What follows belongs to an exercise in optimizing a design on an open flow for small area; a production flow would make more cautious choices. Only simulation tests tie the RTL to the original design; equivalence was not proved. In every run shown here, the design's own scripts or RTL, not TritonCTS, make the clock network. The clock port is modelled as an ideal driver, which makes a skipped or thinned clock tree look cheaper than it is; a real chip needs a root buffer or a tree. Power is estimated from default activity; no workload was simulated.

$ cat flow/flow/run.sh
#!/bin/bash
# The standard layout with these changes:
#  - the logic is mapped with area-oriented ABC scripts (flow/synth.tcl, flow/area*.abc).
#    The standard synthesis runs first; the smallest area-mapped netlist, whose registers
#    are the same, then gets the standard synthesis's register names (flow/pair_regs.py)
#    and replaces the standard netlist before floorplanning;
#  - every port gets the smallest buffer (buf_1) instead of the default;
#  - the clock reaches the registers through a few clkbuf cells fed straight from the
#    clock port (flow/post_cts.tcl, the smallest set that keeps the estimated clock-pin
#    slew under 110 ps) instead of the two-level H-tree;
#  - one tie cell drives all constant outputs (SKIP_REPAIR_TIE_FANOUT).
# Each tool's output goes to a log file of its own in this folder.
set -euo pipefail
W=$PWD
R=orfs/results/sky130hd/clock_top/base
export MY_FLOW_DIR=$W/flow
export BUFFER_PORTS_ARGS="-buffer_cell sky130_fd_sc_hd__buf_1"
export CTS_ARGS="-sink_clustering_enable -repair_clock_nets -dont_use_dummy_load"
export POST_CTS_TCL=$W/flow/post_cts.tcl
export MY_CLK_SLEW_PS=110
export SKIP_REPAIR_TIE_FANOUT=1

# 1. standard synthesis
bash standard.sh synth > std_synth.log 2>&1
cp $R/1_2_yosys.v std_1_2_yosys.v
# 2. area-oriented syntheses, one per ABC script (flow/area*.abc), each in a folder of its
#    own and run side by side; the one with the smallest cell area is kept
best=""; best_area=""
n=0
pids=()
for abc in flow/area*.abc; do
  k=$(basename $abc .abc)
  sed -e "s#SYNTH_SCRIPT=[^ ]*#SYNTH_SCRIPT=$W/flow/synth.tcl#" \
      -e "s#WORK_HOME=[^ ]*#WORK_HOME=$W/orfs_$k#" standard.sh > synth_$k.sh
  AREA_ABC_SCRIPT=$W/$abc bash synth_$k.sh synth > synth_$k.log 2>&1 &
  pids+=($!)
  n=$((n + 1))
  # at most NUM_CORES at a time: ABC's deep synthesis runs on a time budget
  if (( n % ${NUM_CORES:-4} == 0 )); then
    for p in "${pids[@]}"; do wait $p || true; done
    pids=()
  fi
done
for p in "${pids[@]}"; do wait $p || true; done
for abc in flow/area*.abc; do
  k=$(basename $abc .abc)
  stat=orfs_$k/reports/sky130hd/clock_top/base/synth_stat.txt
  net=orfs_$k/results/sky130hd/clock_top/base/1_2_yosys.v
  [[ -f $stat && -f $net ]] || continue
  a=$(awk '/Chip area for module/ {print $NF}' $stat | tail -1)
  echo "$k $a" >> synth_areas.log
  if [[ -z "$best" ]] || awk -v a=$a -v b=$best_area 'BEGIN {exit !(a < b)}'; then best=$k; best_area=$a; fi
done
echo "kept $best $best_area" >> synth_areas.log
# 3. the kept netlist, with the standard register names, replaces the standard netlist
if [[ -n "$best" ]] && python3 flow/pair_regs.py std_1_2_yosys.v orfs_$best/results/sky130hd/clock_top/base/1_2_yosys.v > paired_1_2_yosys.v 2> pair_regs.log; then
  cp paired_1_2_yosys.v $R/1_2_yosys.v
else
  cat pair_regs.log || true
fi
# 4. the rest of the standard flow
bash standard.sh > flow.log 2>&1
$ cat flow/flow/area1.abc
strash
&get -n
&st
&syn2
&dch
&nf -R 1000 -p
&put
topo
dnsize
$ cat flow/flow/area2.abc
strash
&get -n
&st
&syn2
&deepsyn -T 40
&dch
&nf -R 1000 -p
&put
topo
dnsize
$ cat flow/flow/area3.abc
strash
&get -n
&st
&deepsyn -T 30 -S 11
&syn2
&dch
&nf -R 1000 -p
&put
topo
dnsize
$ cat flow/flow/area4.abc
strash
&get -n
&st
&syn2
&deepsyn -T 30 -S 3
&dch -f
&nf -R 1000 -p
&put
topo
dnsize
$ cat flow/flow/area5.abc
strash
&get -n
&st
&syn2
&deepsyn -T 40 -S 21
&dch
&nf -R 1000 -p
&put
topo
dnsize
$ cat flow/flow/area6.abc
strash
&get -n
&st
&deepsyn -T 40 -S 33
&dch -f
&nf -R 1000 -p
&put
topo
dnsize
$ cat flow/flow/area7.abc
strash
&get -n
&st
&syn3
&deepsyn -T 40 -S 47
&dch
&nf -R 1000 -p
&put
topo
dnsize
$ cat flow/flow/area8.abc
strash
&get -n
&st
&syn2
&deepsyn -T 40 -S 59 -o
&dch
&nf -R 1000 -p
&put
topo
dnsize
$ cat flow/flow/clkbuf.tcl

proc myclk_sinks {} {
  # disconnect every register clock pin from the existing clock tree and delete the tree
  set block [ord::get_db_block]
  set clknet [[$block findBTerm clk] getNet]
  set sinks {}
  set todo [list $clknet]
  set dead {}
  set deadnets {}
  while {[llength $todo]} {
    set net [lindex $todo 0]; set todo [lrange $todo 1 end]
    foreach it [$net getITerms] {
      if {[$it getIoType] != "INPUT"} continue
      set inst [$it getInst]
      set m [[$inst getMaster] getName]
      if {[string match "sky130_fd_sc_hd__clkbuf*" $m] || [string match "sky130_fd_sc_hd__buf_*" $m]} {
        foreach o [$inst getITerms] { if {[$o getIoType] == "OUTPUT" && [$o getNet] != "NULL"} { lappend todo [$o getNet] } }
        lappend dead $inst
      } else {
        lappend sinks $it
      }
    }
    if {$net != $clknet} { lappend deadnets $net }
  }
  foreach it $sinks { $it disconnect }
  foreach inst $dead { odb::dbInst_destroy $inst }
  foreach n $deadnets { odb::dbNet_destroy $n }
  return $sinks
}

proc myclk_kmeans {pts K} {
  set n [llength $pts]
  set sorted [lsort -integer -index 0 $pts]
  set cs {}
  for {set k 0} {$k < $K} {incr k} { lappend cs [lindex $sorted [expr {int(($k + 0.5) * $n / $K)}]] }
  for {set iter 0} {$iter < 50} {incr iter} {
    set asg {}
    foreach p $pts {
      set best 0; set bd 1e18
      for {set k 0} {$k < $K} {incr k} {
        set c [lindex $cs $k]
        set d [expr {abs([lindex $p 0]-[lindex $c 0]) + abs([lindex $p 1]-[lindex $c 1])}]
        if {$d < $bd} { set bd $d; set best $k }
      }
      lappend asg $best
    }
    set ncs {}
    for {set k 0} {$k < $K} {incr k} {
      set sx 0; set sy 0; set c 0
      foreach p $pts a $asg { if {$a == $k} { set sx [expr {$sx + [lindex $p 0]}]; set sy [expr {$sy + [lindex $p 1]}]; incr c } }
      if {$c} { lappend ncs [list [expr {$sx / $c}] [expr {$sy / $c}]] } else { lappend ncs [lindex $cs $k] }
    }
    set cs $ncs
  }
  return [list $asg $cs]
}

proc myclk_build {sinks K cell} {
  set block [ord::get_db_block]
  set clknet [[$block findBTerm clk] getNet]
  set pts {}
  foreach it $sinks { set b [[$it getInst] getBBox]; lappend pts [list [expr {([$b xMin]+[$b xMax])/2}] [expr {([$b yMin]+[$b yMax])/2}]] }
  lassign [myclk_kmeans $pts $K] asg cs
  set master [[ord::get_db] findMaster $cell]
  set insts {}
  for {set k 0} {$k < $K} {incr k} {
    set inst [odb::dbInst_create $block $master clkbuf_my_$k]
    set net [odb::dbNet_create $block clknet_my_$k]
    $net setSigType CLOCK
    [$inst findITerm A] connect $clknet
    [$inst findITerm X] connect $net
    foreach it $sinks a $asg { if {$a == $k} { $it connect $net } }
    set c [lindex $cs $k]
    $inst setLocation [expr {int([lindex $c 0])}] [expr {int([lindex $c 1])}]
    $inst setPlacementStatus PLACED
    lappend insts $inst
  }
  return $insts
}

proc myclk_unbuild {sinks insts} {
  foreach it $sinks { $it disconnect }
  foreach inst $insts {
    set net [[$inst findITerm X] getNet]
    odb::dbInst_destroy $inst
    odb::dbNet_destroy $net
  }
}

proc myclk_max_slew {} {
  estimate_parasitics -placement
  set m 0
  foreach p [get_pins -hierarchical */CLK] { set s [get_property $p slew_max]; if {$s > $m} { set m $s } }
  return $m
}

proc my_clock_buffers {limit} {
  set sinks [myclk_sinks]
  set lib [[[ord::get_db] findMaster sky130_fd_sc_hd__clkbuf_8] getLib]
  set options {}
  foreach cell {sky130_fd_sc_hd__clkbuf_2 sky130_fd_sc_hd__clkbuf_4 sky130_fd_sc_hd__clkbuf_8 sky130_fd_sc_hd__clkbuf_16} {
    set area [expr {[[[ord::get_db] findMaster $cell] getWidth] * [[[ord::get_db] findMaster $cell] getHeight]}]
    for {set K 1} {$K <= 4} {incr K} { lappend options [list [expr {$K * $area}] $K $cell] }
  }
  set options [lsort -real -index 0 $options]
  foreach o $options {
    lassign $o area K cell
    set insts [myclk_build $sinks $K $cell]
    set s [myclk_max_slew]
    puts "my_clock_buffers: $K x $cell, estimated clock-pin slew [format %.1f [expr {$s * 1000}]] ps"
    if {$s <= $limit} {
      puts "my_clock_buffers: keeping $K x $cell for [llength $sinks] registers"
      return
    }
    myclk_unbuild $sinks $insts
  }
  # fallback: four clkbuf_16
  myclk_build $sinks 4 sky130_fd_sc_hd__clkbuf_16
}
$ cat flow/flow/pair_regs.py
#!/usr/bin/env python3
"""Give the registers of the area-mapped netlist the instance names the standard synthesis
gave them. Both netlists come from the same design up to ABC, so each register drives the
same named net in both; registers are paired by that net. Other cells with generated names
(_NNN_) get a prefix so they cannot clash.
usage: pair_regs.py STANDARD.v AREA.v > OUT.v   (exit 1 if the registers do not pair)"""
import re, sys

INST = re.compile(r'^  (sky130_fd_sc_hd__\w+) (\\\S+ |\S+) \($')

def blocks(text):
    """yields (start line, end line, cell type, instance name, {pin: net})"""
    lines = text.split('\n')
    i = 0
    while i < len(lines):
        m = INST.match(lines[i])
        if m:
            j = i
            pins = {}
            while not lines[j].rstrip().endswith(');'):
                j += 1
                pm = re.match(r'^\s*\.(\w+)\((.*?)\)\s*,?\s*(\);)?\s*$', lines[j])
                if pm: pins[pm.group(1)] = pm.group(2).strip()
            yield i, j, m.group(1), m.group(2), pins
            i = j + 1
        else:
            i += 1

def is_reg(cell): return re.match(r'sky130_fd_sc_hd__(df|sdf|edf|dl)', cell) is not None
def base(cell): return re.sub(r'_\d+$', '', cell)

std = open(sys.argv[1]).read()
area = open(sys.argv[2]).read()
std_regs = {}
for _, _, cell, name, pins in blocks(std):
    if is_reg(cell): std_regs[pins['Q']] = (name, base(cell))
lines = area.split('\n')
seen = set()
for i, j, cell, name, pins in blocks(area):
    if is_reg(cell):
        q = pins.get('Q')
        if q not in std_regs or std_regs[q][1] != base(cell) or q in seen:
            sys.exit(f"pair_regs: register {name} ({cell}, Q {q}) has no partner")
        seen.add(q)
        new = std_regs[q][0]
    elif re.fullmatch(r'_\d+_', name):
        new = '_a' + name[1:]
    else:
        continue
    lines[i] = f'  {cell} {new} ('
if seen != set(std_regs):
    sys.exit(f"pair_regs: {len(std_regs) - len(seen)} standard registers have no partner")
sys.stdout.write('\n'.join(lines))
$ cat flow/flow/post_cts.tcl
# After CTS: replace the clock tree by a few buffers fed straight from the
# clock port, then legalise.
source $::env(MY_FLOW_DIR)/clkbuf.tcl
my_clock_buffers [expr {$::env(MY_CLK_SLEW_PS) / 1000.0}]
detailed_placement
estimate_parasitics -placement
$ cat flow/flow/synth.tcl
# The standard flow's synthesis script (synth_recipe.tcl), with ABC run on an area-oriented
# script (AREA_ABC_SCRIPT, one of flow/area*.abc) instead of ORFS's speed script. Everything before ABC,
# including the flip-flop mapping, is unchanged, so the registers are the same.
proc synth {args} { yosys synth -nofsm -noshare {*}$args }
proc abc {args} {
  set i [lsearch -exact $args -script]
  if {$i >= 0} { lset args [expr {$i + 1}] $::env(AREA_ABC_SCRIPT) }
  yosys abc {*}$args
}
source $::env(SCRIPTS_DIR)/synth.tcl
# left out here: clear keep_hierarchy, flatten, clean up, hide names made inside functions, write 1_2_yosys.v
$ cat flow/standard.sh
#!/bin/bash
# synth_recipe.tcl (not shown) runs the flow's synth.tcl, then flattens the netlist and writes it again
# the make line also repeats each setting of config.mk as NAME=value (left out here)
make -C /OpenROAD-flow-scripts/flow DESIGN_CONFIG=/design/flow/config.mk WORK_HOME=/design/flow/orfs CLKGATE_MAP_FILE= SYNTH_SCRIPT=/design/flow/synth_recipe.tcl "${@:-finish}"
$ cat flow/config.mk
export PLATFORM = sky130hd
export DESIGN_NAME = clock_top
export DESIGN_NICKNAME = clock_top
export VERILOG_FILES = /design/flow/design.v
export SDC_FILE = /design/flow/constraint.sdc
export NUM_CORES = 4
export LEC_CHECK = 0
export CAP_MARGIN = 0
export CORE_MARGIN = 2
export CORE_UTILIZATION = 40
export SLEW_MARGIN = 0
$ cat flow/constraint.sdc
create_clock -name core_clock -period 15.0 [get_ports {clk}]
set_input_delay 3.0000 -clock core_clock [delete_from_list [all_inputs] [get_ports {clk}]]
set_output_delay 3.0000 -clock core_clock [all_outputs]
set_load 0.01 [all_outputs]
$ cat flow/design.v
module DigitTo7Seg(input [3:0] digit, output [6:0] segment);
	wire d0 = digit[0];
	wire d1 = digit[1];
	wire d2 = digit[2];
	wire d3 = digit[3];
	assign segment[0] = (d0 & ~d1 & ~d2 & ~d3) | (~d0 & ~d1 & d2);
	assign segment[1] = (d0 & ~d1 & d2) | (~d0 & d1 & d2);
	assign segment[2] = (~d0 & d1 & ~d2);
	assign segment[3] = (d0 & ~d1 & ~d2) | (~d0 & ~d1 & d2) | (d0 & d1 & d2);
	assign segment[4] = (d0) | (~d1 & d2);
	assign segment[5] = (d0 & ~d2 & ~d3) | (d1 & ~d2) | (d0 & d1);
	assign segment[6] = (~d1 & ~d2 & ~d3) | (d0 & d1 & d2);
endmodule
module Digit5To7Seg(input [2:0] digit, output [6:0] segment);
	wire d0 = digit[0];
	wire d1 = digit[1];
	wire d2 = digit[2];
	assign segment[0] = (d0 & ~d1 & ~d2) | (d1 & d2);
	assign segment[1] = (d0 & ~d1 & d2);
	assign segment[2] = (~d0 & d1);
	assign segment[3] = (d0 & ~d1 & ~d2) | (d1 & d2);
	assign segment[4] = (d0);
	assign segment[5] = (d0 & ~d2) | (~d0 & d1);
	assign segment[6] = (~d1 & ~d2);
endmodule
module Digit2To7Seg(input [1:0] digit, output [6:0] segment);
	wire d0 = digit[0];
	wire d1 = digit[1];
	assign segment[0] = (d0);
	assign segment[1] = 1'b0;
	assign segment[2] = (~d0 & d1);
	assign segment[3] = (d0);
	assign segment[4] = (d0);
	assign segment[5] = (d1);
	assign segment[6] = (~d1) | (d0);
endmodule
module TimeTo7Seg(input [3:0] mu, input [2:0] mt, input [3:0] hu, input [1:0] ht,
	output [6:0] segment0, segment1, segment2, segment3);
	DigitTo7Seg digitTo7Seg0(mu, segment0);
	Digit5To7Seg digitTo7Seg1(mt, segment1);
	DigitTo7Seg digitTo7Seg2(hu, segment2);
	Digit2To7Seg digitTo7Seg3(ht, segment3);
endmodule
module TimeOfDay(input clk, input rst_n, input keyMin_n, input keyHour_n, input mtick,
	output reg [3:0] mu, output reg [2:0] mt, output reg [3:0] hu, output reg [1:0] ht);
	reg minOld, hourOld;
	wire bm = ~keyMin_n & ~minOld;
	wire bh = ~keyHour_n & ~hourOld;
	wire tk = mtick;
	wire mu0 = mu[0];
	wire mu1 = mu[1];
	wire mu2 = mu[2];
	wire mu3 = mu[3];
	wire mt0 = mt[0];
	wire mt1 = mt[1];
	wire mt2 = mt[2];
	wire hu0 = hu[0];
	wire hu1 = hu[1];
	wire hu2 = hu[2];
	wire hu3 = hu[3];
	wire ht0 = ht[0];
	wire ht1 = ht[1];
	wire mov = ~((~bm & ~tk) | (~mt2) | (~mu3) | (~mu0 & ~bm) | (mt1) | (~mu0 & ~tk));
	always @(posedge clk or negedge rst_n)
		if (!rst_n) begin
			minOld <= 1'b0;
			hourOld <= 1'b0;
			mu <= 4'd0;
			mt <= 3'd0;
			hu <= 4'd0;
			ht <= 2'd0;
		end else begin
			minOld <= ~keyMin_n;
			hourOld <= ~keyHour_n;
			mu <= {(mu1 & mu2 & bm & tk) | (mu0 & mu1 & mu2 & tk) | (mu0 & mu1 & mu2 & bm) | (mu3 & ~bm & ~tk) | (~mu0 & mu3 & ~tk) | (~mu0 & mu3 & ~bm), (mu0 & mu1 & ~mu2 & tk) | (mu2 & ~bm & ~tk) | (mu1 & ~mu2 & bm & tk) | (mu0 & mu1 & ~mu2 & bm) | (~mu1 & mu2) | (~mu0 & mu2 & ~tk) | (~mu0 & mu2 & ~bm), ~((~mu1 & ~bm & ~tk) | (~mu0 & ~mu1 & ~tk) | (mu0 & mu1 & bm) | (~mu0 & ~mu1 & ~bm) | (mu1 & bm & tk) | (mu0 & mu1 & tk) | (mu3)), (~mu0 & ~bm & tk) | (mu0 & ~bm & ~tk) | (~mu0 & bm & ~tk) | (mu0 & ~mt2 & bm & tk) | (mu0 & ~mu3 & bm & tk) | (mu0 & mt1 & bm & tk)};
			mt <= {~((~mt2 & ~bm & ~tk) | (~mt0) | (~mu3 & ~mt2) | (~mu0 & ~mt2 & ~bm) | (mu0 & mu3 & ~mt1 & bm) | (mu3 & ~mt1 & bm & tk) | (mu0 & mu3 & ~mt1 & tk) | (~mu0 & ~mt2 & ~tk)), ~((~mt1 & ~bm & ~tk) | (~mt0 & ~mt1) | (~mu3 & ~mt1) | (~mu0 & ~mt1 & ~bm) | (mu0 & mu3 & mt2 & bm) | (mu0 & mu3 & mt2 & tk) | (mu3 & mt2 & bm & tk) | (~mu0 & ~mt1 & ~tk)), (mt0 & ~bm & ~tk) | (mu0 & mu3 & ~mt0 & bm) | (~mu3 & mt0) | (mu3 & ~mt0 & bm & tk) | (mu0 & mu3 & ~mt0 & tk) | (~mu0 & mt0 & ~bm) | (~mu0 & mt0 & ~tk) | (mt0 & mt1)};
			hu <= {(hu1 & hu2 & bh & mov) | (hu0 & hu1 & hu2 & mov) | (hu0 & hu1 & hu2 & bh) | (hu3 & ~bh & ~mov) | (~hu0 & hu3 & ~mov) | (~hu0 & hu3 & ~bh), ~((~hu2 & ~bh & ~mov) | (~hu1 & ~hu2) | (~hu0 & ~hu2 & ~bh) | (~hu0 & ~hu2 & ~mov) | (~ht0 & ht1) | (hu1 & hu2 & bh & mov) | (hu0 & hu1 & hu2 & mov) | (hu0 & hu1 & hu2 & bh)), (hu0 & ~hu1 & ~hu3 & mov) | (hu1 & ~bh & ~mov) | (~hu0 & hu1 & ~bh) | (~hu1 & ~hu3 & bh & mov) | (hu0 & ~hu1 & ~hu3 & bh) | (~hu0 & hu1 & ~mov), ~((~hu0 & ~bh & ~mov) | (hu0 & ~bh & mov) | (~hu0 & bh & mov) | (hu0 & bh & ~mov) | (hu1 & ~ht0 & ht1 & bh & mov))};
			ht <= {(hu0 & hu3 & mov) | (ht1 & ~bh & ~mov) | (~hu1 & ht1) | (~hu0 & ht1 & ~bh) | (~hu0 & ht1 & ~mov) | (hu3 & bh & mov) | (hu0 & hu3 & bh) | (ht0), (~hu3 & ht0) | (~hu0 & ht0 & ~mov) | (hu3 & ~ht0 & bh & mov) | (~hu0 & ht0 & ~bh) | (ht0 & ~bh & ~mov) | (hu0 & hu3 & ~ht0 & mov) | (hu0 & hu3 & ~ht0 & bh)};
		end
endmodule
module UartTx(input clk, input rst_n, input send_n, input utick, input [7:0] dataBits,
	output ready, output tx);
	reg [3:0] st;
	reg txn;   
	assign tx = ~txn;
	reg req;
	wire s0 = st[0], s1 = st[1], s2 = st[2], s3 = st[3];
	wire rq = req | ~send_n;
	wire tk = utick;
	wire idle = (~s2 & ~s3);
	wire [7:0] g = {dataBits[7], dataBits[6], dataBits[5], dataBits[4], dataBits[3], dataBits[2], dataBits[1], dataBits[0]};
	assign ready = idle;
	always @(posedge clk or negedge rst_n)
		if (!rst_n) begin
			st <= 4'd0;
			req <= 1'b0;
			txn <= 1'b0;
		end else begin
			req <= rq & ~(utick & idle);
			st <= {(~s2 & rq & tk) | (s3 & ~tk) | (~s1 & s3) | (~s0 & s3) | (s0 & ~s2), (s2 & ~tk) | (s0 & s1 & tk) | (s2 & s3), (s1 & ~tk) | (s0 & ~s1 & tk) | (~s0 & s1), (s0 & ~tk) | (~s0 & s3 & tk)};
			if (utick & ~(idle & ~rq))
				txn <= st[3] ? ~g[st[2:0]] : idle;
		end
endmodule
module clock_top(
	input clk,
	input rst_n,
	input [3:1] key_n,
	input [9:0] sw,
	output [6:0] hex0,
	output [6:0] hex1,
	output [6:0] hex2,
	output [6:0] hex3,
	output [7:0] ledg
);
	assign ledg[0] = ~rst_n | ~key_n[1] | ~key_n[2] | ~key_n[3] | sw[9] | sw[8];
	assign ledg[7:3] = 5'b00000;
	wire mtick, utick;
	TimeBase timeBase(.clk(clk), .rst_n(rst_n), .utick(utick), .mtick(mtick));
	wire [3:0] mu, hu;
	wire [2:0] mt;
	wire [1:0] ht;
	TimeOfDay timeOfDay(.clk(clk), .rst_n(rst_n), .keyMin_n(key_n[2]), .keyHour_n(key_n[3]),
		.mtick(mtick), .mu(mu), .mt(mt), .hu(hu), .ht(ht));
	TimeTo7Seg timeTo7Seg(.mu(mu), .mt(mt), .hu(hu), .ht(ht),
		.segment0(hex0), .segment1(hex1), .segment2(hex2), .segment3(hex3));
	UartTx uartTx(.clk(clk), .rst_n(rst_n), .send_n(key_n[1]), .utick(utick),
		.dataBits(sw[7:0]), .ready(ledg[1]), .tx(ledg[2]));
endmodule
module TimeBase(input clk, input rst_n, output utick, output mtick);
	reg [1:0] j;
	reg [4:0] c32;
	reg [3:0] c9;
	reg [6:0] c125;
	reg [2:0] c5;
	wire jt = j[1] & ~j[0];
	wire t9 = (~c9[0] & ~c9[2] & c9[3]);
	wire t125 = (~c125[0] & ~c125[1] & ~c125[2] & ~c125[3] & ~c125[4] & ~c125[5] & c125[6]);
	wire t5 = (c5[2]);
	assign utick = jt & t125 & t5;
	assign mtick = jt & (&c32) & t9 & t125;
	wire s0 = c5[0];
	wire s1 = c5[1];
	wire s2 = c5[2];
	wire en = t125;
	always @(posedge clk or negedge rst_n)
		if (!rst_n) begin
			j <= 2'd0;
			c32 <= 5'd0;
			c9 <= 4'd0;
			c125 <= 7'd0;
			c5 <= 3'd0;
		end else begin
			j <= {j[0], ~j[1]};
			c32 <= c32 + {4'd0, jt};
			c9 <= {c9[2:0], (~c9[0] & ~c9[1] & ~c9[3]) | (c9[0] & c9[3])};
			c125 <= {c125[5:0], (~c125[4] & ~c125[6]) | (c125[5] & ~c125[6]) | (c125[4] & ~c125[5] & c125[6])};
			c5 <= {(~s0 & s1 & en) | (s2 & ~en), (s0 & en) | (s1 & ~en), (~s1 & ~s2 & en) | (s0 & ~en)};
		end
endmodule
==> results.txt, run 1 <==
status=finished clean; most common cell after layout, fill and taps aside=buf_1; global-route wire length before repair=5010 µm; CP required=12.00 ns; Vert. Die Dim=73.0 µm; crit-path cells=clkbuf_2 > buf_4 > nand2_1 > nor3_1 > nand3_1 > buf_1; gpl congestion=0.724; Die X-Extent=73.0 µm; WP buf/inv=3; vias in the first global route=1170; routed wire length=2980 µm; Syn Area/Cell=10.1 µm²; area of the multi-input gates=712 µm²; Met3 Wirelength=134 µm; final hold vios=0; initial antenna violation count=0; startpoint types=input port; dpl hpwl=2200 µm; Worst EP arrival=4.00 ns; Syn. warnings=3; Antenna diodes=0; Remaining Overflow, GRT=0; Peak VDD IR=0.0485 mV; RSZ-0062 raised after global routing=false; Clock Pin Slew Worst Setup and Hold Paths=0.09 ns; remaining design rule violation count=0; ANT nets after route=0; largest net degree at the start of global routing=44; CP Max Fanout=43; fmax=143 MHz; die footprint=5330 µm²; worst-skew pair later-pin latency=0.15 ns; FP Rows=25; final period demand of the worst path=7.00 ns; input/output buffers=44; PD cells=153 nW/µm²; leak pwr=0.000865 µW; CP top delay family=buffers and inverters; Pre-antenna DRT Iters=4; Routed met1 length=1400 µm; Final Setup Violations=0; number of nets in the layout=242; number of DRC markers in iteration 0=42; critical path capture point type=output port; core area=4660 µm²; Met2 Wirelength=1410 µm; vias per cell=4.88; CTS Sinks=42; starting density of the core=0.409; Tightest Pin Transition=0.524 ns; Slowest cell on crit path=buf_4; Rel. slew slack=0.651; period utilization=0.467; syn nets=206; WL/cell=10.8 µm; highest routed layer=met4; synthesized area=1910 µm²; post-synthesis cell count=189; Area growth syn-to-layout=9.32%; Worst Skew=0.0103 ns; routed via count=1353; GRT Total Usage=0.121; crit path kind=in2out; ratio of cells with drive above 1 in the final layout=0.0314; Fin Setup TNS=0 ns; most frequent cells in the layout=buf_1, dfrtp_1, nor2_1; max-slew violations=0; max-cap viol count=0; Sequential Area=1050 µm²; fill count=484; worst hold margin=0.372 ns; Max stage delay on crit path=0.43 ns; HP Class=reg2reg; # IOs=51
[worst paths after layout]
check                      slack, ns  cells after the start                    endpoint                  startpoint
max                             8.00                      6                     ledg[0]                       rst_n
min                             0.37                      0  timeBase.c125[5]$_DFF_PN0_  timeBase.c125[4]$_DFF_PN0_
max reg2reg                    12.21                     11   timeOfDay.ht[1]$_DFF_PN0_  timeBase.c125[5]$_DFF_PN0_
min reg2reg                     0.37                      0  timeBase.c125[5]$_DFF_PN0_  timeBase.c125[4]$_DFF_PN0_
max in group asynchronous      11.73                      2   timeOfDay.mu[3]$_DFF_PN0_                       rst_n
min in group asynchronous       2.90                      2  timeBase.c125[4]$_DFF_PN0_                       rst_n
[per-layer routing]
metal / GRT usage / vias up
li1: - / 696
met1: 0.151 / 626
met2: 0.197 / 28
met3: 0.0414 / 3
met4: 0.0391 / 0
met5: 0 / -
[worst reg2reg max path, stage by stage, from the launching register on]
cell and delay (ns):
dfrtp_1 0.41, nor3_1 0.18, nand4b_1 0.24, nor3_1 0.32, nand2_1 0.11, nand2_1 0.10, o21a_1 0.22, nand3_1 0.12
nor2_1 0.22, maj3_1 0.39, nand2_1 0.09, a221o_1 0.29
[where the power goes]
group          internal, µW  switching, µW
clock network          18.4           27.1
logic                  46.9           72.3
registers               128           25.6
[cell type report]
class | count | area share
Sequential cell | 42 | 0.505
Buffer | 3 | 0.0198
Tap cell | 54 | 0.0324
Multi-Input combinational cell | 123 | 0.342
Inverter | 10 | 0.0180
Timing Repair Buffer | 45 | 0.0835
[per-stage QoR]
step	instances	total power (µW)	setup slack [ns]	utilization	cell area, µm²
2_1_floorplan	189	245	8.70	-	1910
3_3_place_gp	274	276	7.97	0.438	2040
3_5_place_dp	274	278	7.93	0.438	2040
5_1_grt	277	346	7.84	0.447	2080
6_report	277	319	8.00	0.447	2080
==> run 2: changes to the inputs <==
--- a/flow/flow/run.sh
+++ b/flow/flow/run.sh
@@ -6,7 +6,4 @@
 #    and replaces the standard netlist before floorplanning;
 #  - every port gets the smallest buffer (buf_1) instead of the default;
-#  - the clock reaches the registers through a few clkbuf cells fed straight from the
-#    clock port (flow/post_cts.tcl, the smallest set that keeps the estimated clock-pin
-#    slew under 110 ps) instead of the two-level H-tree;
 #  - one tie cell drives all constant outputs (SKIP_REPAIR_TIE_FANOUT).
 # Each tool's output goes to a log file of its own in this folder.
@@ -18,5 +15,5 @@
 export CTS_ARGS="-sink_clustering_enable -repair_clock_nets -dont_use_dummy_load"
 export POST_CTS_TCL=$W/flow/post_cts.tcl
-export MY_CLK_SLEW_PS=110
+export MY_CLK_SLEW_PS=120
 export SKIP_REPAIR_TIE_FANOUT=1
 
==> flow/flow/area3.abc (replaced) <==
strash
&get -n
&st
&syn2
&deepsyn -T 40 -S 59 -o
&dch -f
&nf -R 1000 -p -F 8 -A 8
&put
topo
dnsize
==> flow/flow/area7.abc (replaced) <==
strash
&get -n
&st
&syn2
&deepsyn -T 40 -S 71
&dch -f
&nf -R 1000 -p -F 8 -A 8
&put
topo
dnsize
--- a/flow/flow/clkbuf.tcl
+++ b/flow/flow/clkbuf.tcl
@@ -95,25 +95,42 @@
 }
 
+proc myclk_area {insts} {
+  set a 0
+  foreach inst $insts { set m [$inst getMaster]; set a [expr {$a + [$m getWidth] * [$m getHeight]}] }
+  return $a
+}
+
 proc my_clock_buffers {limit} {
+  # For K = 1..4 buffers: start from clkbuf_16 everywhere, then shrink each buffer as far as
+  # the slew limit allows. Keep the K with the smallest total buffer area.
   set sinks [myclk_sinks]
-  set lib [[[ord::get_db] findMaster sky130_fd_sc_hd__clkbuf_8] getLib]
-  set options {}
-  foreach cell {sky130_fd_sc_hd__clkbuf_2 sky130_fd_sc_hd__clkbuf_4 sky130_fd_sc_hd__clkbuf_8 sky130_fd_sc_hd__clkbuf_16} {
-    set area [expr {[[[ord::get_db] findMaster $cell] getWidth] * [[[ord::get_db] findMaster $cell] getHeight]}]
-    for {set K 1} {$K <= 4} {incr K} { lappend options [list [expr {$K * $area}] $K $cell] }
-  }
-  set options [lsort -real -index 0 $options]
-  foreach o $options {
-    lassign $o area K cell
-    set insts [myclk_build $sinks $K $cell]
+  set db [ord::get_db]
+  set sizes {sky130_fd_sc_hd__clkbuf_16 sky130_fd_sc_hd__clkbuf_8 sky130_fd_sc_hd__clkbuf_4 sky130_fd_sc_hd__clkbuf_2}
+  set best ""
+  for {set K 1} {$K <= 4} {incr K} {
+    set insts [myclk_build $sinks $K sky130_fd_sc_hd__clkbuf_16]
     set s [myclk_max_slew]
-    puts "my_clock_buffers: $K x $cell, estimated clock-pin slew [format %.1f [expr {$s * 1000}]] ps"
     if {$s <= $limit} {
-      puts "my_clock_buffers: keeping $K x $cell for [llength $sinks] registers"
-      return
+      foreach inst $insts {
+        foreach cell [lrange $sizes 1 end] {
+          set old [[$inst getMaster] getName]
+          $inst swapMaster [$db findMaster $cell]
+          if {[myclk_max_slew] > $limit} { $inst swapMaster [$db findMaster $old]; break }
+        }
+      }
+      set s [myclk_max_slew]
+      set cells [lmap inst $insts { [$inst getMaster] getName }]
+      set area [myclk_area $insts]
+      puts "my_clock_buffers: K=$K [join $cells { }], estimated clock-pin slew [format %.1f [expr {$s * 1000}]] ps"
+      if {$best == "" || $area < [lindex $best 0]} { set best [list $area $K $cells] }
+    } else {
+      puts "my_clock_buffers: K=$K clkbuf_16 only, estimated clock-pin slew [format %.1f [expr {$s * 1000}]] ps"
     }
     myclk_unbuild $sinks $insts
   }
-  # fallback: four clkbuf_16
-  myclk_build $sinks 4 sky130_fd_sc_hd__clkbuf_16
+  if {$best == ""} { set best [list 0 4 [lrepeat 4 sky130_fd_sc_hd__clkbuf_16]] }
+  lassign $best area K cells
+  set insts [myclk_build $sinks $K sky130_fd_sc_hd__clkbuf_16]
+  foreach inst $insts cell $cells { $inst swapMaster [$db findMaster $cell] }
+  puts "my_clock_buffers: keeping [join $cells { }] for [llength $sinks] registers, estimated clock-pin slew [format %.1f [expr {[myclk_max_slew] * 1000}]] ps"
 }
==> results.txt, run 2 <==
Tot Pwr=312 µW (was 319 µW); Peak VDD IR=0.0482 mV (was 0.0485 mV); syn nets=206 (unchanged); WL/cell=10.6 µm (was 10.8 µm); ratio of cells with drive above 1 in the final layout=0.0357 (was 0.0314); routed via count=1361 (was 1353); max-slew violations=0 (unchanged); PD cells=150 nW/µm² (was 153 nW/µm²); fmax=143 MHz (about the same); CP Max Fanout=43 (unchanged); vias in the first global route=1183 (was 1170); crit path kind=in2out (unchanged); FP Rows=25 (unchanged); largest net degree at the start of global routing=44 (unchanged); HP Class=reg2reg (unchanged); Syn. warnings=3 (unchanged); Tightest Pin Transition=0.529 ns (was 0.524 ns); most common cell after layout, fill and taps aside=buf_1 (unchanged); CP required=12.00 ns (about the same); GRT Total Usage=0.120 (was 0.121); remaining design rule violation count=0 (unchanged); final period demand of the worst path=7.01 ns (was 7.00 ns); Syn Area/Cell=10.1 µm² (unchanged); starting density of the core=0.409 (unchanged); period utilization=0.467 (about the same); global-route wire length before repair=5000 µm (was 5010 µm); post-synthesis cell count=189 (unchanged); number of nets in the layout=243 (was 242); Die X-Extent=73.0 µm (unchanged); core area=4660 µm² (unchanged); critical path capture point type=output port (unchanged); vias per cell=4.88 (about the same); worst-skew pair later-pin latency=0.17 ns (was 0.15 ns); die footprint=5330 µm² (unchanged); Final Setup Violations=0 (unchanged); max-cap viol count=0 (unchanged); Worst Skew=0.0196 ns (was 0.0103 ns); input/output buffers=44 (unchanged); Fin Setup TNS=0 ns (unchanged); Vert. Die Dim=73.0 µm (unchanged); routed wire length=2950 µm (was 2980 µm); final hold vios=0 (unchanged); number of DRC markers in iteration 0=52 (was 42); # IOs=51 (unchanged); Worst EP arrival=4.01 ns (was 4.00 ns); Pre-antenna DRT Iters=4 (unchanged); startpoint types=input port (unchanged); gpl congestion=0.724 (unchanged); synthesized area=1910 µm² (unchanged); Remaining Overflow, GRT=0 (unchanged); leak pwr=0.000862 µW (was 0.000865 µW); dpl hpwl=2200 µm (unchanged); Area growth syn-to-layout=8.86% (was 9.32%); status=finished clean (unchanged); Clock Pin Slew Worst Setup and Hold Paths=0.11 ns (was 0.09 ns); CTS Sinks=42 (unchanged); RSZ-0062 raised after global routing=false (unchanged); Rel. slew slack=0.647 (was 0.651); ANT nets after route=0 (unchanged); initial antenna violation count=1 (was 0); most frequent cells in the layout=buf_1, dfrtp_1, nor2_1 (unchanged)
==> run 2: changes by cell type in the layout (fill, tap and decap cells not counted) <==
cell,delta
diode_2,+1
clkbuf_4,+4
clkbuf_8,-3
==> run 2: routing by layer <==
layer	vias up	GRT usage	part of all wire
li1	702	-	-
met1	626	0.149	0.46
met2	33	0.197	0.48
met3	0	0.0414	0.054
met4	0	0.0391	0
met5	-	0	0
==> run 2: layout make-up <==
| cell class | count | area [µm²] |
|---|---|---|
| Antenna cell | 1 | 2.50 |
| Fill cell | 483 | 2590 |
| Multi-Input combinational cell | 123 | 712 |
| Inverter | 10 | 37.5 |
| Sequential cell | 42 | 1050 |
| Buffer | 4 | 30.0 |
| Timing Repair Buffer | 45 | 174 |
| Tap cell | 54 | 67.6 |
==> run 2: where the power goes <==
part	switching (µW)	internal, µW
sequential	25.4	128
combinational	72.3	46.9
clock	26.2	12.8
total	124	188
==> run 2: per-stage QoR <==
| step | cells | util | setup slack [ns] | hold slack [ns] | area [µm²] |
|---|---|---|---|---|---|
| floorplan | 189 | - | 8.70 | 0.347 | 1910 |
| global placement | 274 | 0.438 | 7.97 | 0.350 | 2040 |
| detailed placement | 274 | 0.438 | 7.93 | 0.353 | 2040 |
| global route | 279 | 0.445 | 7.84 | 0.398 | 2070 |
| finish | 279 | 0.445 | 7.99 | 0.377 | 2070 |
==> run 2: final timing paths <==
kind | start | end | slack (ns) | cells after the start
setup reg to reg | timeBase.c125[5]$_DFF_PN0_ | timeOfDay.ht[1]$_DFF_PN0_ | 12.18 | 11
min in group asynchronous | rst_n | timeBase.c125[4]$_DFF_PN0_ | 2.88 | 2
setup / recovery | rst_n | ledg[0] | 7.99 | 6
max in group asynchronous | rst_n | timeOfDay.ht[1]$_DFF_PN0_ | 11.74 | 2
hold reg to reg | timeBase.c125[4]$_DFF_PN0_ | timeBase.c125[5]$_DFF_PN0_ | 0.38 | 0
hold / removal | timeBase.c125[4]$_DFF_PN0_ | timeBase.c125[5]$_DFF_PN0_ | 0.38 | 0
==> run 2: worst max-delay path, stage by stage <==
cell      delay, ns
clkbuf_2       0.07
buf_4          0.44
nand2_1        0.10
nor3_1         0.15
nand3_1        0.09
buf_1          0.13
==> run 3: changes to the inputs <==
--- a/flow/design.v
+++ b/flow/design.v
@@ -44,7 +44,7 @@
 module TimeOfDay(input clk, input rst_n, input keyMin_n, input keyHour_n, input mtick,
 	output reg [3:0] mu, output reg [2:0] mt, output reg [3:0] hu, output reg [1:0] ht);
-	reg minOld, hourOld;
-	wire bm = ~keyMin_n & ~minOld;
-	wire bh = ~keyHour_n & ~hourOld;
+	reg minKeyOld, hourKeyOld;
+	wire bm = ~keyMin_n & minKeyOld;
+	wire bh = ~keyHour_n & hourKeyOld;
 	wire tk = mtick;
 	wire mu0 = mu[0];
@@ -64,6 +64,6 @@
 	always @(posedge clk or negedge rst_n)
 		if (!rst_n) begin
-			minOld <= 1'b0;
-			hourOld <= 1'b0;
+			minKeyOld <= 1'b1;
+			hourKeyOld <= 1'b1;
 			mu <= 4'd0;
 			mt <= 3'd0;
@@ -71,6 +71,6 @@
 			ht <= 2'd0;
 		end else begin
-			minOld <= ~keyMin_n;
-			hourOld <= ~keyHour_n;
+			minKeyOld <= keyMin_n;
+			hourKeyOld <= keyHour_n;
 			mu <= {(mu1 & mu2 & bm & tk) | (mu0 & mu1 & mu2 & tk) | (mu0 & mu1 & mu2 & bm) | (mu3 & ~bm & ~tk) | (~mu0 & mu3 & ~tk) | (~mu0 & mu3 & ~bm), (mu0 & mu1 & ~mu2 & tk) | (mu2 & ~bm & ~tk) | (mu1 & ~mu2 & bm & tk) | (mu0 & mu1 & ~mu2 & bm) | (~mu1 & mu2) | (~mu0 & mu2 & ~tk) | (~mu0 & mu2 & ~bm), ~((~mu1 & ~bm & ~tk) | (~mu0 & ~mu1 & ~tk) | (mu0 & mu1 & bm) | (~mu0 & ~mu1 & ~bm) | (mu1 & bm & tk) | (mu0 & mu1 & tk) | (mu3)), (~mu0 & ~bm & tk) | (mu0 & ~bm & ~tk) | (~mu0 & bm & ~tk) | (mu0 & ~mt2 & bm & tk) | (mu0 & ~mu3 & bm & tk) | (mu0 & mt1 & bm & tk)};
 			mt <= {~((~mt2 & ~bm & ~tk) | (~mt0) | (~mu3 & ~mt2) | (~mu0 & ~mt2 & ~bm) | (mu0 & mu3 & ~mt1 & bm) | (mu3 & ~mt1 & bm & tk) | (mu0 & mu3 & ~mt1 & tk) | (~mu0 & ~mt2 & ~tk)), ~((~mt1 & ~bm & ~tk) | (~mt0 & ~mt1) | (~mu3 & ~mt1) | (~mu0 & ~mt1 & ~bm) | (mu0 & mu3 & mt2 & bm) | (mu0 & mu3 & mt2 & tk) | (mu3 & mt2 & bm & tk) | (~mu0 & ~mt1 & ~tk)), (mt0 & ~bm & ~tk) | (mu0 & mu3 & ~mt0 & bm) | (~mu3 & mt0) | (mu3 & ~mt0 & bm & tk) | (mu0 & mu3 & ~mt0 & tk) | (~mu0 & mt0 & ~bm) | (~mu0 & mt0 & ~tk) | (mt0 & mt1)};
@@ -80,8 +80,6 @@
 endmodule
 module UartTx(input clk, input rst_n, input send_n, input utick, input [7:0] dataBits,
-	output ready, output tx);
+	output ready, output reg tx);
 	reg [3:0] st;
-	reg txn;   
-	assign tx = ~txn;
 	reg req;
 	wire s0 = st[0], s1 = st[1], s2 = st[2], s3 = st[3];
@@ -95,10 +93,10 @@
 			st <= 4'd0;
 			req <= 1'b0;
-			txn <= 1'b0;
+			tx <= 1'b1;
 		end else begin
 			req <= rq & ~(utick & idle);
 			st <= {(~s2 & rq & tk) | (s3 & ~tk) | (~s1 & s3) | (~s0 & s3) | (s0 & ~s2), (s2 & ~tk) | (s0 & s1 & tk) | (s2 & s3), (s1 & ~tk) | (s0 & ~s1 & tk) | (~s0 & s1), (s0 & ~tk) | (~s0 & s3 & tk)};
 			if (utick & ~(idle & ~rq))
-				txn <= st[3] ? ~g[st[2:0]] : idle;
+				tx <= st[3] ? g[st[2:0]] : ~idle;
 		end
 endmodule
==> results.txt, run 3 <==
Setup WS pre-CTS=7.75 ns (was 7.93 ns); crit path kind=in2out (unchanged); die footprint=5300 µm² (was 5330 µm²); CTS Sinks=42 (unchanged); routed via count=1368 (was 1361); Remaining Overflow, GRT=0 (unchanged); RSZ-0062 raised after global routing=false (unchanged); Syn. warnings=3 (unchanged); remaining design rule violation count=0 (unchanged); Tightest Pin Transition=0.552 ns (was 0.529 ns); Pre-antenna DRT Iters=4 (unchanged); Syn Area/Cell=10.2 µm² (was 10.1 µm²); startpoint types=input port (unchanged); most common cell after layout, fill and taps aside=buf_1 (unchanged); CP Max Fanout=43 (unchanged); period utilization=0.478 (was 0.467); status=finished clean (unchanged); Rel. slew slack=0.632 (was 0.647); syn nets=202 (was 206); Fin Setup TNS=0 ns (unchanged); fill count=476 (was 483); GRT Total Usage=0.119 (was 0.120); WL/cell=11.1 µm (was 10.6 µm); final hold vios=0 (unchanged); HP Class=reg2reg (unchanged); ANT nets after route=0 (unchanged); Final Setup Violations=0 (unchanged); critical path capture point type=output port (unchanged); dpl hpwl=2280 µm (was 2200 µm); PD cells=145 nW/µm² (was 150 nW/µm²); routed wire length=3030 µm (was 2950 µm); global-route wire length before repair=4800 µm (was 5000 µm); FP Rows=25 (unchanged); gpl congestion=0.708 (was 0.724); Antenna diodes=0 (was 1); Tot Pwr=300 µW (was 312 µW); Area growth syn-to-layout=9.11% (was 8.86%); ratio of cells with drive above 1 in the final layout=0.0500 (was 0.0357); most frequent cells in the layout=buf_1, dfrtp_1, nand2_1 (was buf_1, dfrtp_1, nor2_1); vias in the first global route=1121 (was 1183); input/output buffers=44 (unchanged); number of DRC markers in iteration 0=29 (was 52); Peak VDD IR=0.0486 mV (was 0.0482 mV); Slowest cell on crit path=buf_4 (unchanged); vias per cell=4.99 (was 4.88); post-synthesis cell count=185 (was 189); CP required=12.00 ns (about the same); worst hold margin=0.383 ns (was 0.377 ns); number of nets in the layout=239 (was 243); Max stage delay on crit path=0.42 ns (was 0.44 ns); # IOs=51 (unchanged); Vert. Die Dim=72.8 µm (was 73.0 µm); max-slew violations=0 (unchanged); Clock Pin Slew Worst Setup and Hold Paths=0.08 ns (was 0.11 ns); starting density of the core=0.409 (about the same); WP buf/inv=3 (unchanged); fmax=139 MHz (was 143 MHz); Die X-Extent=72.8 µm (was 73.0 µm); final period demand of the worst path=7.18 ns (was 7.01 ns); crit-path cells=clkbuf_2 > buf_4 > nand2_1 > nor3_1 > nand3_1 > buf_1 (unchanged); initial antenna violation count=0 (was 1); core area=4630 µm² (was 4660 µm²); final setup margin=7.82 ns (was 7.99 ns); Worst EP arrival=4.18 ns (was 4.01 ns); Worst Skew=0.0341 ns (was 0.0196 ns); largest net degree at the start of global routing=44 (unchanged); max-cap viol count=0 (unchanged); Layout Utilization=0.446 (was 0.445); worst-skew pair later-pin latency=0.17 ns (about the same); leak pwr=0.000839 µW (was 0.000862 µW); CP top delay family=buffers and inverters (unchanged); synthesized area=1890 µm² (was 1910 µm²)
[run 3: area by class of cell]
class                   instances  area (µm²)  share of cell area
inverters                       9        33.8              0.0163
well taps                      54        67.6              0.0327
flip-flops and latches         42        1050               0.510
plain buffers                   4        36.3              0.0176
multi-input cells             120         701               0.339
repair buffers                 45         174              0.0841
[run 3: power breakdown]
group	internal, µW	total (µW)	switching (µW)
Clock	15.7	40.9	25.2
Combinational	41.8	110	67.8
Sequential	127	150	22.5
Total	185	300	116
[run 3: metal layers]
metal,part of all wire,GRT usage,vias up
met3,0.046,0.0359,5
met5,0,0,-
met4,0.019,0.0597,0
met1,0.45,0.145,646
met2,0.49,0.192,27
li1,-,-,690
[run 3: path summary, 6_finish.rpt]
kind / from / slack [ns] / cells after the start / end
worst max-delay path: rst_n / 7.82 / 6 / ledg[0]
worst min-delay path: timeBase.c125[3]$_DFF_PN0_ / 0.38 / 0 / timeBase.c125[4]$_DFF_PN0_
worst max register to register: timeBase.c125[4]$_DFF_PN0_ / 11.92 / 10 / timeOfDay.ht[1]$_DFF_PN0_
worst min register to register: timeBase.c125[3]$_DFF_PN0_ / 0.38 / 0 / timeBase.c125[4]$_DFF_PN0_
max in group asynchronous: rst_n / 11.72 / 2 / timeBase.c9[1]$_DFF_PN0_
min in group asynchronous: rst_n / 2.88 / 2 / timeOfDay.hu[3]$_DFF_PN0_
[run 3: metrics by stage]
stage | cells | area (µm²)
3_5_place_dp | 270 | 2030
5_1_grt | 274 | 2070
2_1_floorplan | 185 | 1890
3_3_place_gp | 270 | 2030
6_report | 274 | 2070
==> run 4: changes to the inputs <==
--- a/flow/flow/run.sh
+++ b/flow/flow/run.sh
@@ -6,4 +6,6 @@
 #    and replaces the standard netlist before floorplanning;
 #  - every port gets the smallest buffer (buf_1) instead of the default;
+#  - the reset port's buffer (a buf_4) drives the reset pins without a second buffer
+#    (flow/rstbuf.tcl);
 #  - one tie cell drives all constant outputs (SKIP_REPAIR_TIE_FANOUT).
 # Each tool's output goes to a log file of its own in this folder.
==> flow/flow/post_cts.tcl (replaced) <==
# After CTS: replace the clock tree by a few buffers fed straight from the clock port,
# let the reset port's buffer drive the reset pins itself, then legalise.
source $::env(MY_FLOW_DIR)/clkbuf.tcl
source $::env(MY_FLOW_DIR)/rstbuf.tcl
my_clock_buffers [expr {$::env(MY_CLK_SLEW_PS) / 1000.0}]
my_merge_reset_buffer rst_n 1.0
detailed_placement
estimate_parasitics -placement
==> flow/flow/rstbuf.tcl (new file) <==
# The reset input's port buffer feeds a second buffer that drives the registers' reset pins.
# Drive everything from the port buffer instead (sized up to buf_4) when the reset pins'
# estimated slew stays under a limit; otherwise leave the net as it is.
proc my_merge_reset_buffer {port limit} {
  set block [ord::get_db_block]
  set db [ord::get_db]
  set net [[$block findBTerm $port] getNet]
  set pbuf ""
  foreach it [$net getITerms] { if {[$it getIoType] == "INPUT"} { set pbuf [$it getInst] } }
  if {$pbuf == "" || [llength [$net getITerms]] != 1} { puts "my_merge_reset_buffer: no port buffer"; return }
  set pnet [[$pbuf findITerm X] getNet]
  set bufs {}
  foreach it [$pnet getITerms] {
    if {[$it getIoType] != "INPUT"} continue
    set m [[[$it getInst] getMaster] getName]
    if {[string match "sky130_fd_sc_hd__buf_*" $m] || [string match "sky130_fd_sc_hd__clkbuf_*" $m]} { lappend bufs [$it getInst] }
  }
  if {[llength $bufs] != 1} { puts "my_merge_reset_buffer: [llength $bufs] second buffers, nothing done"; return }
  set b [lindex $bufs 0]
  set bnet [[$b findITerm X] getNet]
  set loads {}
  foreach it [$bnet getITerms] { if {[$it getIoType] == "INPUT"} { lappend loads $it } }
  if {[llength [$bnet getBTerms]] != 0} { puts "my_merge_reset_buffer: second buffer drives a port"; return }
  set oldm [[$pbuf getMaster] getName]
  foreach it $loads { $it disconnect; $it connect $pnet }
  [$b findITerm A] disconnect
  $pbuf swapMaster [$db findMaster sky130_fd_sc_hd__buf_4]
  estimate_parasitics -placement
  set m 0
  foreach it $loads {
    set pin [get_pins -of_objects [get_cells [[$it getInst] getName]] -filter "name == [[$it getMTerm] getName]"]
    set s [get_property $pin slew_max]
    if {$s > $m} { set m $s }
  }
  if {$m <= $limit} {
    odb::dbInst_destroy $b
    odb::dbNet_destroy $bnet
    puts "my_merge_reset_buffer: [llength $loads] loads now on the port buffer (buf_4), estimated slew [format %.0f [expr {$m * 1000}]] ps"
  } else {
    foreach it $loads { $it disconnect; $it connect $bnet }
    [$b findITerm A] connect $pnet
    $pbuf swapMaster [$db findMaster $oldm]
    puts "my_merge_reset_buffer: estimated slew [format %.0f [expr {$m * 1000}]] ps over the limit, nothing done"
  }
}
==> results.txt, run 4 <==
Area growth syn-to-layout=8.78% (was 9.11%); Worst Skew=0.0240 ns (was 0.0341 ns); ratio of cells with drive above 1 in the final layout=0.0459 (was 0.0500); Tightest Pin Transition=0.524 ns (was 0.552 ns); Rel. slew slack=0.646 (was 0.632); PD cells=145 nW/µm² (about the same); vias per cell=4.98 (was 4.99); Sw Share=0.386 (was 0.385); Reg2Reg Depth=10 (unchanged); starting density of the core=0.410 (was 0.409); Die X-Extent=73.1 µm (was 72.8 µm); crit path kind=in2out (unchanged); vias in the first global route=1218 (was 1121); Hold Path Stages=0 (unchanged); Pre-antenna DRT Iters=4 (unchanged); most frequent cells in the layout=buf_1, dfrtp_1, nand2_1 (unchanged); number of nets in the layout=237 (was 239); status=finished clean (unchanged); die footprint=5350 µm² (was 5300 µm²); WL/cell=11.5 µm (was 11.1 µm); Syn Area/Cell=10.4 µm² (was 10.2 µm²); RSZ-0062 raised after global routing=false (unchanged); gpl congestion=0.799 (was 0.708); synthesized area=1910 µm² (was 1890 µm²); startpoint types=input port (unchanged); max-cap viol count=0 (unchanged); largest net degree at the start of global routing=44 (unchanged); critical path capture point type=output port (unchanged); CP Max Fanout=43 (unchanged); placed cell count=269 (was 270); leak pwr=0.000848 µW (was 0.000839 µW); routed wire length=3130 µm (was 3030 µm); final hold vios=0 (unchanged); number of DRC markers in iteration 0=44 (was 29); routed via count=1354 (was 1368); Worst EP arrival=3.93 ns (was 4.18 ns); input/output buffers=44 (unchanged); post-synthesis cell count=184 (was 185); Antenna diodes=0 (unchanged); clock power share=0.137 (was 0.136); Post-DP Area=2050 µm² (was 2030 µm²); hold endpoint=timeBase.c125[5]$_DFF_PN0_ (was timeBase.c125[4]$_DFF_PN0_); final period demand of the worst path=6.93 ns (was 7.18 ns); P_int=185 µW (about the same); syn nets=201 (was 202); # IOs=51 (unchanged); fmax=144 MHz (was 139 MHz); combinational share of power=0.366 (was 0.365); remaining design rule violation count=0 (unchanged); CP required=12.00 ns (about the same); Clock Pin Slew Worst Setup and Hold Paths=0.09 ns (was 0.08 ns); HP Class=reg2reg (unchanged); reg2reg start=timeBase.c125[0]$_DFF_PN0_ (was timeBase.c125[4]$_DFF_PN0_); Setup WS pre-CTS=7.94 ns (was 7.75 ns); worst-skew pair later-pin latency=0.16 ns (was 0.17 ns); Remaining Overflow, GRT=0 (unchanged); R2R Setup Slk=11.95 ns (was 11.92 ns); Final Setup Violations=0 (unchanged); ANT nets after route=0 (unchanged); final setup margin=8.07 ns (was 7.82 ns); global-route wire length before repair=5330 µm (was 4800 µm); Vert. Die Dim=73.1 µm (was 72.8 µm); initial antenna violation count=0 (unchanged); max-slew violations=0 (unchanged); Syn. warnings=3 (unchanged); fin area=2080 µm² (was 2070 µm²); Layout Cells excl Fill=272 (was 274); Fin Setup TNS=0 ns (unchanged); GRT Total Usage=0.130 (was 0.119); FP Rows=25 (unchanged); CTS Sinks=42 (unchanged); Peak VDD IR=0.0504 mV (was 0.0486 mV); Psw=116 µW (about the same); core area=4660 µm² (was 4630 µm²); Worst Hold Launch=timeBase.c125[4]$_DFF_PN0_ (was timeBase.c125[3]$_DFF_PN0_); R2R Path End=timeOfDay.ht[1]$_DFF_PN0_ (unchanged); Flop pwr share=0.496 (was 0.498); dpl hpwl=2360 µm (was 2280 µm); period utilization=0.462 (was 0.478); most common cell after layout, fill and taps aside=buf_1 (unchanged)
run 4: power groups by stage:
| stage | clock (µW) | sequential [µW] | combinational, µW |
|---|---|---|---|
| floorplan | 0 | 147 | 86.9 |
| global placement | 0 | 152 | 111 |
| detailed placement | 0 | 152 | 112 |
| global route | 48.8 | 154 | 126 |
| finish | 41.4 | 150 | 110 |
run 4: area by class of cell:
| class | instances | area, µm² |
|---|---|---|
| fill | 452 | 2580 |
| sequential | 42 | 1050 |
| multi-input combinational | 119 | 717 |
| timing repair buffer | 44 | 169 |
| tap | 54 | 67.6 |
| buffer | 4 | 36.3 |
| inverter | 9 | 33.8 |
run 4: worst max path at each step:
stage	depth (start not counted)	start	endpoint
finish	5	rst_n	ledg[0]
floorplan	2	sw[9]	ledg[0]
global placement	6	rst_n	ledg[0]
detailed placement	6	rst_n	ledg[0]
global route	5	rst_n	ledg[0]
run 4: worst max-delay path, stage by stage:
cell     delay [ns]
buf_4          0.42
nand2_1        0.10
nor3_1         0.14
nand3_1        0.11
buf_1          0.14
run 4: through the flow:
stage	hold slack (ns)	total power (µW)	util
2_1_floorplan	0.345	234	-
3_3_place_gp	0.359	263	0.439
3_5_place_dp	0.362	264	0.439
5_1_grt	0.395	329	0.446
6_report	0.383	301	0.446
run 4: per-layer routing:
| metal | up-vias | part of all wire | GRT usage |
|---|---|---|---|
| li1 | 682 | - | - |
| met3 | 5 | 0.050 | 0.0290 |
| met2 | 35 | 0.47 | 0.212 |
| met5 | - | 0 | 0 |
| met1 | 632 | 0.46 | 0.164 |
| met4 | 0 | 0.019 | 0.0576 |
==> run 5: changes to the inputs <==
==> flow/flow/area01.abc (new file) <==
strash
&get -n
&st
&syn2
&dch
&nf -R 1000 -p
&put
topo
dnsize
==> flow/flow/area02.abc (new file) <==
strash
&get -n
&st
&syn2
&deepsyn -T 30 -S 3
&dch -f
&nf -R 1000 -p -F 8 -A 8
&put
topo
dnsize
==> flow/flow/area03.abc (new file) <==
strash
&get -n
&st
&syn2
&deepsyn -T 30 -S 11 -o
&dch
&nf -R 1000 -p
&put
topo
dnsize
==> flow/flow/area04.abc (new file) <==
strash
&get -n
&st
&syn2
&deepsyn -T 30 -S 21
&dch
&nf -R 1000 -p
&put
topo
dnsize
==> flow/flow/area05.abc (new file) <==
strash
&get -n
&st
&deepsyn -T 30 -S 33
&syn2
&dch
&nf -R 1000 -p
&put
topo
dnsize
==> flow/flow/area06.abc (new file) <==
strash
&get -n
&st
&syn2
&deepsyn -T 30 -S 47
&dch -f
&nf -R 1000 -p -F 8 -A 8
&put
topo
dnsize
==> flow/flow/area07.abc (new file) <==
strash
&get -n
&st
&syn2
&deepsyn -T 30 -S 59 -o
&dch
&nf -R 1000 -p
&put
topo
dnsize
==> flow/flow/area08.abc (new file) <==
strash
&get -n
&st
&syn2
&deepsyn -T 30 -S 71
&dch
&nf -R 1000 -p
&put
topo
dnsize
==> flow/flow/area09.abc (new file) <==
strash
&get -n
&st
&deepsyn -T 30 -S 83
&syn2
&dch
&nf -R 1000 -p
&put
topo
dnsize
==> flow/flow/area10.abc (new file) <==
strash
&get -n
&st
&syn2
&deepsyn -T 30 -S 89
&dch -f
&nf -R 1000 -p -F 8 -A 8
&put
topo
dnsize
==> flow/flow/area11.abc (new file) <==
strash
&get -n
&st
&syn2
&deepsyn -T 30 -S 97 -o
&dch
&nf -R 1000 -p
&put
topo
dnsize
==> flow/flow/area12.abc (new file) <==
strash
&get -n
&st
&syn2
&deepsyn -T 30 -S 5
&dch
&nf -R 1000 -p
&put
topo
dnsize
removed: flow/flow/area1.abc
removed: flow/flow/area2.abc
removed: flow/flow/area3.abc
removed: flow/flow/area4.abc
removed: flow/flow/area5.abc
removed: flow/flow/area6.abc
removed: flow/flow/area7.abc
removed: flow/flow/area8.abc
==> results.txt, run 5 <==
FP Rows=25 (unchanged); Worst EP arrival=3.98 ns (was 3.93 ns); Syn Area/Cell=10.4 µm² (about the same); Area growth syn-to-layout=8.45% (was 8.78%); HP Class=reg2reg (unchanged); post-synthesis cell count=184 (unchanged); CP required=12.00 ns (about the same); CP Max Fanout=43 (unchanged); RSZ-0062 raised after global routing=false (unchanged); final setup margin=8.02 ns (was 8.07 ns); gpl congestion=0.757 (was 0.799); Pre-antenna DRT Iters=4 (unchanged); Tot Pwr=300 µW (was 301 µW); worst-skew pair later-pin latency=0.17 ns (was 0.16 ns); Die X-Extent=73.1 µm (about the same); Remaining Overflow, GRT=0 (unchanged); fmax=143 MHz (was 144 MHz); final period demand of the worst path=6.98 ns (was 6.93 ns); syn nets=201 (unchanged); core area=4660 µm² (unchanged); Worst Skew=0.0217 ns (was 0.0240 ns); most common cell after layout, fill and taps aside=buf_1 (unchanged); Routed met1 length=1580 µm (was 1430 µm); # IOs=51 (unchanged); Layout Cells excl Fill=272 (unchanged); PD cells=145 nW/µm² (about the same); max-slew violations=0 (unchanged); placed cell count=269 (unchanged); max-cap viol count=0 (unchanged); number of DRC markers in iteration 0=59 (was 44); routed via count=1308 (was 1354); Slowest cell on crit path=buf_4 (unchanged); Fin Setup TNS=0 ns (unchanged); number of nets in the layout=237 (unchanged); period utilization=0.465 (was 0.462); Tightest Pin Transition=0.556 ns (was 0.524 ns); final hold vios=0 (unchanged); largest net degree at the start of global routing=44 (unchanged); area of the multi-input gates=712 µm² (was 717 µm²); CTS Sinks=42 (unchanged); Final Setup Violations=0 (unchanged); Sequential Area=1050 µm² (unchanged); crit-path cells=buf_4 > nand2_1 > nor3_1 > nand3_1 > buf_1 (unchanged); synthesized area=1910 µm² (about the same); Peak VDD IR=0.0485 mV (was 0.0504 mV); Max stage delay on crit path=0.42 ns (about the same); leak pwr=0.000838 µW (was 0.000848 µW); Rel. slew slack=0.624 (was 0.646); Vert. Die Dim=73.1 µm (about the same); Clock Pin Slew Worst Setup and Hold Paths=0.09 ns (about the same); initial antenna violation count=0 (unchanged); startpoint types=input port (unchanged); Met2 Wirelength=1300 µm (was 1480 µm); critical path capture point type=output port (unchanged); Met3 Wirelength=145 µm (was 157 µm); fill count=448 (was 452); most frequent cells in the layout=buf_1, dfrtp_1, nand2_1 (unchanged); highest routed layer=met4 (unchanged); Setup WS pre-CTS=7.84 ns (was 7.94 ns); crit path kind=in2out (unchanged); vias per cell=4.81 (was 4.98); Antenna diodes=0 (unchanged); die footprint=5340 µm² (was 5350 µm²); dpl hpwl=2280 µm (was 2360 µm); WL/cell=11.2 µm (was 11.5 µm); starting density of the core=0.410 (about the same); GRT Total Usage=0.125 (was 0.130); global-route wire length before repair=5290 µm (was 5330 µm); worst hold margin=0.377 ns (was 0.383 ns); ANT nets after route=0 (unchanged); status=finished clean (unchanged); vias in the first global route=1232 (was 1218); routed wire length=3060 µm (was 3130 µm); ratio of cells with drive above 1 in the final layout=0.0459 (unchanged); input/output buffers=44 (unchanged); remaining design rule violation count=0 (unchanged); Syn. warnings=3 (unchanged)
-- run 5: where the power goes --
| group | leakage [µW] | switching, µW | internal [µW] | total (µW) |
|---|---|---|---|---|
| combinational | 0.000328 | 69.1 | 42.7 | 112 |
| sequential | 0.000491 | 22.6 | 127 | 150 |
| clock | 0.0000184 | 25.6 | 12.8 | 38.4 |
| total | 0.000838 | 117 | 182 | 300 |
-- run 5: cell type report --
type / instances / share of cell area
buffer: 4 / 0.0145
inverter: 10 / 0.0181
multi-input combinational: 118 / 0.344
sequential: 42 / 0.509
tap: 54 / 0.0326
timing repair buffer: 44 / 0.0816
-- run 5: worst max-delay path: cells and delay by family --
kind	cells	cell delay [ns]
AND/OR/NAND/NOR	3	0.41
buffers and inverters	2	0.56
-- run 5: worst paths after layout --
| kind | startpoint | end | slack [ns] | cells past startpoint |
|---|---|---|---|---|
| max | rst_n | ledg[0] | 8.02 | 5 |
| min | timeBase.c125[4]$_DFF_PN0_ | timeBase.c125[5]$_DFF_PN0_ | 0.38 | 0 |
| max reg2reg | timeBase.c125[0]$_DFF_PN0_ | timeOfDay.ht[1]$_DFF_PN0_ | 11.85 | 10 |
| min reg2reg | timeBase.c125[4]$_DFF_PN0_ | timeBase.c125[5]$_DFF_PN0_ | 0.38 | 0 |
| max in group asynchronous | rst_n | timeOfDay.hourKeyOld$_DFF_PN1_ | 11.84 | 1 |
| min in group asynchronous | rst_n | timeBase.j[0]$_DFF_PN0_ | 2.80 | 1 |
-- run 5: stage by stage --
step                cell area [µm²]   util
detailed placement             2050  0.439
finish                         2070  0.444
global route                   2070  0.444
global placement               2050  0.439
floorplan                      1910      -
-- run 5: routing by layer --
metal | up-vias | GRT usage
li1 | 687 | -
met1 | 586 | 0.168
met2 | 32 | 0.204
met3 | 3 | 0.0304
met4 | 0 | 0.0329
met5 | - | 0

-- separate check: timing with driven ports --
Ports are ideal in the flow. The routed layouts listed here were re-timed in OpenROAD.
Step 1, drivers: a clkbuf_16 drives clk and a buf_2 each remaining input, both assumed.
Step 2 moves the port delays by t, midway between the first and last clock arrival at a register: inputs arrive t later, outputs are due t later. That takes back most of the time a late clock gives input paths.
a / b / c = ideal / step 1 / step 2; a / b = the first two.
| run | t, ns | slack for setup (ns) | worst slew at a driven data input, ns |
|---|---|---|---|
| run 1 | 0.191 | 7.999 / 7.978 / 7.978 | 0.03 |
| run 2 | 0.202 | 7.993 / 7.971 / 7.971 | 0.03 |
| run 3 | 0.198 | 7.824 / 7.801 / 7.801 | 0.03 |
| run 4 | 0.196 | 8.073 / 8.050 / 8.050 | 0.04 |
| run 5 | 0.197 | 8.018 / 7.995 / 7.995 | 0.03 |
After both steps every run listed still meets setup and hold.
